Context: an optimization exercise on an open-source flow, tuned for small area and a short achievable clock period. The choices shown serve that exercise and are no tape-out recipe.
At most, simulation tests tie the RTL to the original design; equivalence was not proved.
The clock port is modelled as an ideal driver; clocking choices that lean on that would not hold on a real chip.

==> trial 6 <==
==> flow/design.v (excerpt) <==
module prng (
    input logic [31:0] seed,
    output logic [31:0] rand_num,
    input logic clk,
    input logic rst
);
export LEC_CHECK = 0
export CAP_MARGIN = 20
export CORE_MARGIN = 2
export CORE_UTILIZATION = 50
export CTS_BUF_LIST = sky130_fd_sc_hd__clkbuf_4 sky130_fd_sc_hd__clkbuf_8
export HOLD_SLACK_MARGIN = 0.1
export SETUP_SLACK_MARGIN = 3.0
export SLEW_MARGIN = 20
export SYNTH_HIERARCHICAL = 1
create_clock -name core_clock -period 7.0 [get_ports {clk}]
standard.sh (not shown) runs the stock make flow with config.mk's settings and CLKGATE_MAP_FILE= SYNTH_SCRIPT=/design/flow/synth_recipe.tcl, a recipe that flattens the netlist after the stock synthesis.
==> flow/flow/run.sh <==
#!/bin/bash
# Standard layout with two changes: the smallest buffer on each port, and
# useful clock skew between registers after clock tree synthesis (skew.tcl).
export BUFFER_PORTS_ARGS="-buffer_cell sky130_fd_sc_hd__buf_1"
export POST_CTS_TCL="$PWD/flow/skew.tcl"
export SKIP_CTS_REPAIR_TIMING=1
bash standard.sh > standard.log 2>&1
Other scripts of this flow, unchanged in this note and not shown: flow/flow/skew.py, flow/flow/skew.tcl
==> trial 55: changes against trial 6 <==
--- a/flow/design.v
+++ b/flow/design.v
@@ -146,17 +146,17 @@
     wire s64; wire c64;
     fa u64 (.a(xn[16]), .b(xn[18]), .c(x[20]), .s(s64), .co(c64));
     wire s65; wire c65;
     fa u65 (.a(c55), .b(c56), .c(s62), .s(s65), .co(c65));
     wire s66; wire c66;
     fa u66 (.a(s63), .b(c57), .c(s64), .s(s66), .co(c66));
     wire s67; wire c67;
-    fa u67 (.a(c58), .b(s65), .c(c59), .s(s67), .co(c67));
+    fa u67 (.a(c58), .b(s65), .c(s66), .s(s67), .co(c67));
     wire s68; wire c68;
-    fa u68 (.a(s66), .b(s67), .c(c60), .s(s68), .co(c68));
+    fa u68 (.a(c59), .b(s67), .c(c60), .s(s68), .co(c68));
     wire s69; wire c69;
     fa u69 (.a(x[14]), .b(x[9]), .c(x[7]), .s(s69), .co(c69));
     wire s70; wire c70;
     fa u70 (.a(xn[12]), .b(xn[4]), .c(x[2]), .s(s70), .co(c70));
     wire s71; wire c71;
     fa u71 (.a(xn[17]), .b(xn[19]), .c(x[21]), .s(s71), .co(c71));
     wire s72; wire c72;
@@ -187,145 +187,145 @@
     wire s84; wire c84;
     fa u84 (.a(xn[14]), .b(xn[6]), .c(xn[1]), .s(s84), .co(c84));
     wire s85; wire c85;
     fa u85 (.a(x[11]), .b(x[9]), .c(x[4]), .s(s85), .co(c85));
     wire s86; wire c86;
     fa u86 (.a(x[16]), .b(xn[19]), .c(xn[21]), .s(s86), .co(c86));
     wire s87; wire c87;
-    fa u87 (.a(c76), .b(c77), .c(s84), .s(s87), .co(c87));
+    fa u87 (.a(x[23]), .b(c76), .c(c77), .s(s87), .co(c87));
     wire s88; wire c88;
-    fa u88 (.a(s85), .b(x[23]), .c(c78), .s(s88), .co(c88));
+    fa u88 (.a(s84), .b(s85), .c(c78), .s(s88), .co(c88));
     wire s89; wire c89;
-    fa u89 (.a(c79), .b(s86), .c(c80), .s(s89), .co(c89));
+    fa u89 (.a(s86), .b(c79), .c(c80), .s(s89), .co(c89));
     wire s90; wire c90;
     fa u90 (.a(s87), .b(s88), .c(c81), .s(s90), .co(c90));
     wire s91; wire c91;
     fa u91 (.a(s89), .b(c82), .c(s90), .s(s91), .co(c91));
     wire s92; wire c92;
     fa u92 (.a(xn[15]), .b(xn[7]), .c(xn[2]), .s(s92), .co(c92));
     wire s93; wire c93;
     fa u93 (.a(x[12]), .b(x[10]), .c(x[5]), .s(s93), .co(c93));
     wire s94; wire c94;
-    fa u94 (.a(x[17]), .b(c84), .c(c85), .s(s94), .co(c94));
+    fa u94 (.a(x[17]), .b(xn[20]), .c(xn[22]), .s(s94), .co(c94));
     wire s95; wire c95;
-    fa u95 (.a(xn[20]), .b(xn[22]), .c(s92), .s(s95), .co(c95));
+    fa u95 (.a(c84), .b(c85), .c(x[24]), .s(s95), .co(c95));
     wire s96; wire c96;
-    fa u96 (.a(s93), .b(x[24]), .c(c86), .s(s96), .co(c96));
+    fa u96 (.a(s92), .b(s93), .c(c86), .s(s96), .co(c96));
     wire s97; wire c97;
     fa u97 (.a(c87), .b(s94), .c(s95), .s(s97), .co(c97));
     wire s98; wire c98;
     fa u98 (.a(c88), .b(s96), .c(c89), .s(s98), .co(c98));
     wire s99; wire c99;
     fa u99 (.a(s97), .b(c90), .c(s98), .s(s99), .co(c99));
     wire s100; wire c100;
     fa u100 (.a(x[13]), .b(x[11]), .c(x[6]), .s(s100), .co(c100));
     wire s101; wire c101;
     fa u101 (.a(xn[8]), .b(xn[3]), .c(x[0]), .s(s101), .co(c101));
     wire s102; wire c102;
     fa u102 (.a(xn[16]), .b(x[18]), .c(xn[21]), .s(s102), .co(c102));
     wire s103; wire c103;
-    fa u103 (.a(c92), .b(c93), .c(s100), .s(s103), .co(c103));
+    fa u103 (.a(xn[23]), .b(c92), .c(c93), .s(s103), .co(c103));
     wire s104; wire c104;
-    fa u104 (.a(s101), .b(xn[23]), .c(x[25]), .s(s104), .co(c104));
+    fa u104 (.a(x[25]), .b(s100), .c(s101), .s(s104), .co(c104));
     wire s105; wire c105;
     fa u105 (.a(c94), .b(s102), .c(c95), .s(s105), .co(c105));
     wire s106; wire c106;
     fa u106 (.a(s103), .b(s104), .c(c96), .s(s106), .co(c106));
     wire s107; wire c107;
     fa u107 (.a(c97), .b(s105), .c(s106), .s(s107), .co(c107));
     wire s108; wire c108;
     fa u108 (.a(c98), .b(s107), .c(c99), .s(s108), .co(c108));
     wire s109; wire c109;
     fa u109 (.a(x[14]), .b(x[12]), .c(x[7]), .s(s109), .co(c109));
     wire s110; wire c110;
     fa u110 (.a(xn[9]), .b(xn[4]), .c(x[1]), .s(s110), .co(c110));
     wire s111; wire c111;
-    fa u111 (.a(xn[17]), .b(c100), .c(c101), .s(s111), .co(c111));
+    fa u111 (.a(xn[17]), .b(x[19]), .c(xn[22]), .s(s111), .co(c111));
     wire s112; wire c112;
-    fa u112 (.a(x[19]), .b(s109), .c(s110), .s(s112), .co(c112));
+    fa u112 (.a(c100), .b(c101), .c(xn[24]), .s(s112), .co(c112));
     wire s113; wire c113;
-    fa u113 (.a(xn[22]), .b(xn[24]), .c(x[26]), .s(s113), .co(c113));
+    fa u113 (.a(s109), .b(s110), .c(x[26]), .s(s113), .co(c113));
     wire s114; wire c114;
     fa u114 (.a(c102), .b(c103), .c(s111), .s(s114), .co(c114));
     wire s115; wire c115;
-    fa u115 (.a(s112), .b(c104), .c(s113), .s(s115), .co(c115));
+    fa u115 (.a(c104), .b(s112), .c(s113), .s(s115), .co(c115));
     wire s116; wire c116;
-    fa u116 (.a(c105), .b(s114), .c(c106), .s(s116), .co(c116));
+    fa u116 (.a(c105), .b(s114), .c(s115), .s(s116), .co(c116));
     wire s117; wire c117;
-    fa u117 (.a(s115), .b(c107), .c(s116), .s(s117), .co(c117));
+    fa u117 (.a(c106), .b(s116), .c(c107), .s(s117), .co(c117));
     wire s118; wire c118;
     fa u118 (.a(x[15]), .b(x[13]), .c(x[8]), .s(s118), .co(c118));
     wire s119; wire c119;
     fa u119 (.a(xn[10]), .b(xn[5]), .c(x[2]), .s(s119), .co(c119));
     wire s120; wire c120;
-    fa u120 (.a(xn[18]), .b(c109), .c(c110), .s(s120), .co(c120));
+    fa u120 (.a(xn[18]), .b(x[20]), .c(xn[23]), .s(s120), .co(c120));
     wire s121; wire c121;
-    fa u121 (.a(x[20]), .b(s118), .c(s119), .s(s121), .co(c121));
+    fa u121 (.a(c109), .b(c110), .c(xn[25]), .s(s121), .co(c121));
     wire s122; wire c122;
-    fa u122 (.a(xn[23]), .b(xn[25]), .c(x[27]), .s(s122), .co(c122));
+    fa u122 (.a(s118), .b(s119), .c(x[27]), .s(s122), .co(c122));
     wire s123; wire c123;
     fa u123 (.a(c111), .b(c112), .c(s120), .s(s123), .co(c123));
     wire s124; wire c124;
-    fa u124 (.a(s121), .b(c113), .c(s122), .s(s124), .co(c124));
+    fa u124 (.a(c113), .b(s121), .c(s122), .s(s124), .co(c124));
     wire s125; wire c125;
     fa u125 (.a(c114), .b(s123), .c(c115), .s(s125), .co(c125));
     wire s126; wire c126;
     fa u126 (.a(s124), .b(c116), .c(s125), .s(s126), .co(c126));
     wire s127; wire c127;
     fa u127 (.a(x[14]), .b(x[9]), .c(x[3]), .s(s127), .co(c127));
     wire s128; wire c128;
     fa u128 (.a(xn[11]), .b(xn[6]), .c(x[16]), .s(s128), .co(c128));
     wire s129; wire c129;
     fa u129 (.a(xn[19]), .b(c118), .c(c119), .s(s129), .co(c129));
     wire s130; wire c130;
-    fa u130 (.a(x[21]), .b(s127), .c(s128), .s(s130), .co(c130));
+    fa u130 (.a(x[21]), .b(xn[24]), .c(s127), .s(s130), .co(c130));
     wire s131; wire c131;
-    fa u131 (.a(xn[24]), .b(xn[26]), .c(x[28]), .s(s131), .co(c131));
+    fa u131 (.a(xn[26]), .b(s128), .c(x[28]), .s(s131), .co(c131));
     wire s132; wire c132;
     fa u132 (.a(c120), .b(c121), .c(s129), .s(s132), .co(c132));
     wire s133; wire c133;
     fa u133 (.a(s130), .b(c122), .c(s131), .s(s133), .co(c133));
     wire s134; wire c134;
     fa u134 (.a(c123), .b(s132), .c(c124), .s(s134), .co(c134));
     wire s135; wire c135;
     fa u135 (.a(s133), .b(c125), .c(s134), .s(s135), .co(c135));
     wire s136; wire c136;
     fa u136 (.a(x[15]), .b(x[10]), .c(x[4]), .s(s136), .co(c136));
     wire s137; wire c137;
     fa u137 (.a(xn[12]), .b(xn[7]), .c(x[17]), .s(s137), .co(c137));
     wire s138; wire c138;
-    fa u138 (.a(xn[20]), .b(c127), .c(x[22]), .s(s138), .co(c138));
+    fa u138 (.a(xn[20]), .b(x[22]), .c(c127), .s(s138), .co(c138));
     wire s139; wire c139;
-    fa u139 (.a(c128), .b(s136), .c(s137), .s(s139), .co(c139));
+    fa u139 (.a(c128), .b(xn[25]), .c(s136), .s(s139), .co(c139));
     wire s140; wire c140;
-    fa u140 (.a(xn[25]), .b(xn[27]), .c(c129), .s(s140), .co(c140));
+    fa u140 (.a(s137), .b(xn[27]), .c(x[29]), .s(s140), .co(c140));
     wire s141; wire c141;
-    fa u141 (.a(x[29]), .b(s138), .c(c130), .s(s141), .co(c141));
+    fa u141 (.a(c129), .b(c130), .c(s138), .s(s141), .co(c141));
     wire s142; wire c142;
-    fa u142 (.a(s139), .b(c131), .c(c132), .s(s142), .co(c142));
+    fa u142 (.a(s139), .b(c131), .c(s140), .s(s142), .co(c142));
     wire s143; wire c143;
-    fa u143 (.a(s140), .b(s141), .c(c133), .s(s143), .co(c143));
+    fa u143 (.a(c132), .b(s141), .c(c133), .s(s143), .co(c143));
     wire s144; wire c144;
     fa u144 (.a(s142), .b(c134), .c(s143), .s(s144), .co(c144));
     wire s145;
     assign s145 = x[11] ^ x[5] ^ x[0];
     wire s146;
-    assign s146 = xn[13] ^ xn[8] ^ x[16];
+    assign s146 = x[13] ^ x[8] ^ xn[16];
     wire s147;
-    assign s147 = x[18] ^ xn[21] ^ c136;
+    assign s147 = x[18] ^ xn[21] ^ x[23];
     wire s148;
-    assign s148 = s145 ^ x[23] ^ c137;
+    assign s148 = c136 ^ s145 ^ c137;
     wire s149;
-    assign s149 = s146 ^ xn[26] ^ xn[28];
+    assign s149 = x[26] ^ s146 ^ x[28];
     wire s150;
-    assign s150 = c138 ^ s147 ^ x[30];
+    assign s150 = x[30] ^ c138 ^ s147;
     wire s151;
     assign s151 = c139 ^ s148 ^ c140;
     wire s152;
-    assign s152 = s149 ^ c141 ^ s150;
+    assign s152 = ~s149 ^ c141 ^ s150;
     wire s153;
     assign s153 = s151 ^ c142 ^ s152;
     wire s154;
     assign s154 = c143 ^ s153 ^ c144;
     wire [30:0] ra, rb;
     assign ra[0] = x[0];
     assign rb[0] = 1'b1;
@@ -486,26 +486,26 @@
     wire gg60 = g0[27] | (p0[27] & g0[26]);
     wire pp60 = p0[27] & p0[26];
     wire gg61 = gg60 | (pp60 & g0[25]);
     wire pp61 = pp60 & p0[25];
     wire gg62 = gg61 | (pp61 & gg55);
     wire gg63 = g0[28] | (p0[28] & g0[27]);
     wire pp63 = p0[28] & p0[27];
-    wire gg64 = gg63 | (pp63 & gg58);
-    wire pp64 = pp63 & pp58;
-    wire gg65 = gg64 | (pp64 & gg55);
-    wire gg66 = g0[29] | (p0[29] & g0[28]);
-    wire pp66 = p0[29] & p0[28];
-    wire gg67 = gg66 | (pp66 & gg60);
-    wire pp67 = pp66 & pp60;
-    wire gg68 = gg67 | (pp67 & gg57);
-    wire gg69 = g0[29] | (p0[29] & gg63);
-    wire pp69 = p0[29] & pp63;
-    wire gg70 = g0[30] | (p0[30] & gg69);
-    wire pp70 = p0[30] & pp69;
+    wire gg64 = gg63 | (pp63 & g0[26]);
+    wire pp64 = pp63 & p0[26];
+    wire gg65 = gg64 | (pp64 & g0[25]);
+    wire pp65 = pp64 & p0[25];
+    wire gg66 = gg65 | (pp65 & gg55);
+    wire gg67 = g0[29] | (p0[29] & gg63);
+    wire pp67 = p0[29] & pp63;
+    wire gg68 = gg67 | (pp67 & gg58);
+    wire pp68 = pp67 & pp58;
+    wire gg69 = gg68 | (pp68 & gg55);
+    wire gg70 = g0[30] | (p0[30] & gg67);
+    wire pp70 = p0[30] & pp67;
     wire gg71 = gg70 | (pp70 & gg59);
     assign nxt[0] = p0[0];
     assign nxt[1] = p0[1] ^ g0[0];
     assign nxt[2] = p0[2] ^ gg1;
     assign nxt[3] = p0[3] ^ gg2;
     assign nxt[4] = p0[4] ^ gg4;
     assign nxt[5] = p0[5] ^ gg6;
@@ -528,16 +528,16 @@
     assign nxt[22] = p0[22] ^ gg46;
     assign nxt[23] = p0[23] ^ gg49;
     assign nxt[24] = p0[24] ^ gg52;
     assign nxt[25] = p0[25] ^ gg55;
     assign nxt[26] = p0[26] ^ gg57;
     assign nxt[27] = p0[27] ^ gg59;
     assign nxt[28] = p0[28] ^ gg62;
-    assign nxt[29] = p0[29] ^ gg65;
-    assign nxt[30] = p0[30] ^ gg68;
+    assign nxt[29] = p0[29] ^ gg66;
+    assign nxt[30] = p0[30] ^ gg69;
     always_ff @(posedge clk) begin
         if (rst) begin
             state <= seed;
         end else begin
             state <= {1'b0, nxt};
         end
         rand_num <= state;
--- a/flow/config.mk
+++ b/flow/config.mk
@@ -6,10 +6,10 @@
 export NUM_CORES = 4
 export LEC_CHECK = 0
 export CAP_MARGIN = 20
 export CORE_MARGIN = 2
 export CORE_UTILIZATION = 50
 export CTS_BUF_LIST = sky130_fd_sc_hd__clkbuf_4 sky130_fd_sc_hd__clkbuf_8
 export HOLD_SLACK_MARGIN = 0.1
-export SETUP_SLACK_MARGIN = 3.0
+export SETUP_SLACK_MARGIN = 3.3
 export SLEW_MARGIN = 20
 export SYNTH_HIERARCHICAL = 1
==> build 92: changes against trial 6 <==
==> flow/flow/run.sh (replaced) <==
#!/bin/bash
# Standard layout with two changes: the smallest buffer on each port, and
# useful clock skew between registers after clock tree synthesis (skew.tcl).
# Clock tree synthesis adds no dummy loads.
export BUFFER_PORTS_ARGS="-buffer_cell sky130_fd_sc_hd__buf_1"
export POST_CTS_TCL="$PWD/flow/skew.tcl"
export SKIP_CTS_REPAIR_TIMING=1
# clock tree: no dummy loads for balancing (the skew step sets the arrivals)
export CTS_ARGS="-sink_clustering_enable -repair_clock_nets -dont_use_dummy_load -buf_list {sky130_fd_sc_hd__clkbuf_4 sky130_fd_sc_hd__clkbuf_8}"
bash standard.sh > standard.log 2>&1
==> results.tsv <==
metric	value	unit
status	finished clean	
arrival	4.58	ns
dp_slack	2.380	ns
wl_met1	6.508	mm
synthMuxAreaShare	0.7701	%
r2r_end	state[19]$_DFF_P_	
multi_input_gates	347	
synth_compound_area_share	8.535	%
(the above is from build 92)
==> results.tsv <==
metric	value	unit
dp_slack	2.626	ns
status	finished clean	
clkLatencyLatePin	1.75	ns
arrival	3.81	ns
r2r_end	state[13]$_DFF_P_	
place_congestion	0.9406	
synth_compound_area_share	8.498	%
wl_met1	7.154	mm
endpoint	state[13]$_DFF_P_	
(the above is from trial 55)
==> results.tsv <==
metric	value	unit
synthMuxAreaShare	0.7701	%
antenna_left	0	
multi_input_gates	347	
top_layer_used	met4	
multi_input_area	4457	µm²
arrival	4.50	ns
r2r_end	state[21]$_DFF_P_	
dp_slack	2.380	ns
status	finished clean	
drtPass1Iterations	4	
(the above is from trial 6)
Only the layout flow was run in trial 55; the RTL was not checked for function there.

==> re-timing with driven ports <==
No port has a modelled driver above. Below, the same layouts with a new extraction and two added sets of constraints.
Step 1 sets driving cells, clkbuf_16 on the clock port and buf_2 on the other inputs (assumed; they add their load-dependent delay and slew).
Step 2, shift: input delay + t, output delay - t, t = (earliest + latest rising clock arrival at the registers) / 2. This alone moves slack from input paths to output paths.
Three values: ideal, step 1, step 2; two values: the first two.
run	shift t [ns]	slack for setup (ns)	worst hold slack (ns)	worst setup path after step 2	clock arrival spread, ns	cell pins on the clock port's net
trial 6	1.030	3.246 / 3.246 / 3.246	0.160 / 0.160 / 0.160	register to register	1.302 / 1.301	1
trial 55	1.084	3.446 / 3.446 / 3.446	0.122 / 0.122 / 0.122	register to register	1.411 / 1.412	1
build 92	1.039	3.176 / 3.176 / 3.176	0.115 / 0.115 / 0.115	register to register	1.341 / 1.341	1
Clock arrivals are far apart in every run listed, so t is only a midpoint there and step 2 fits no single register.
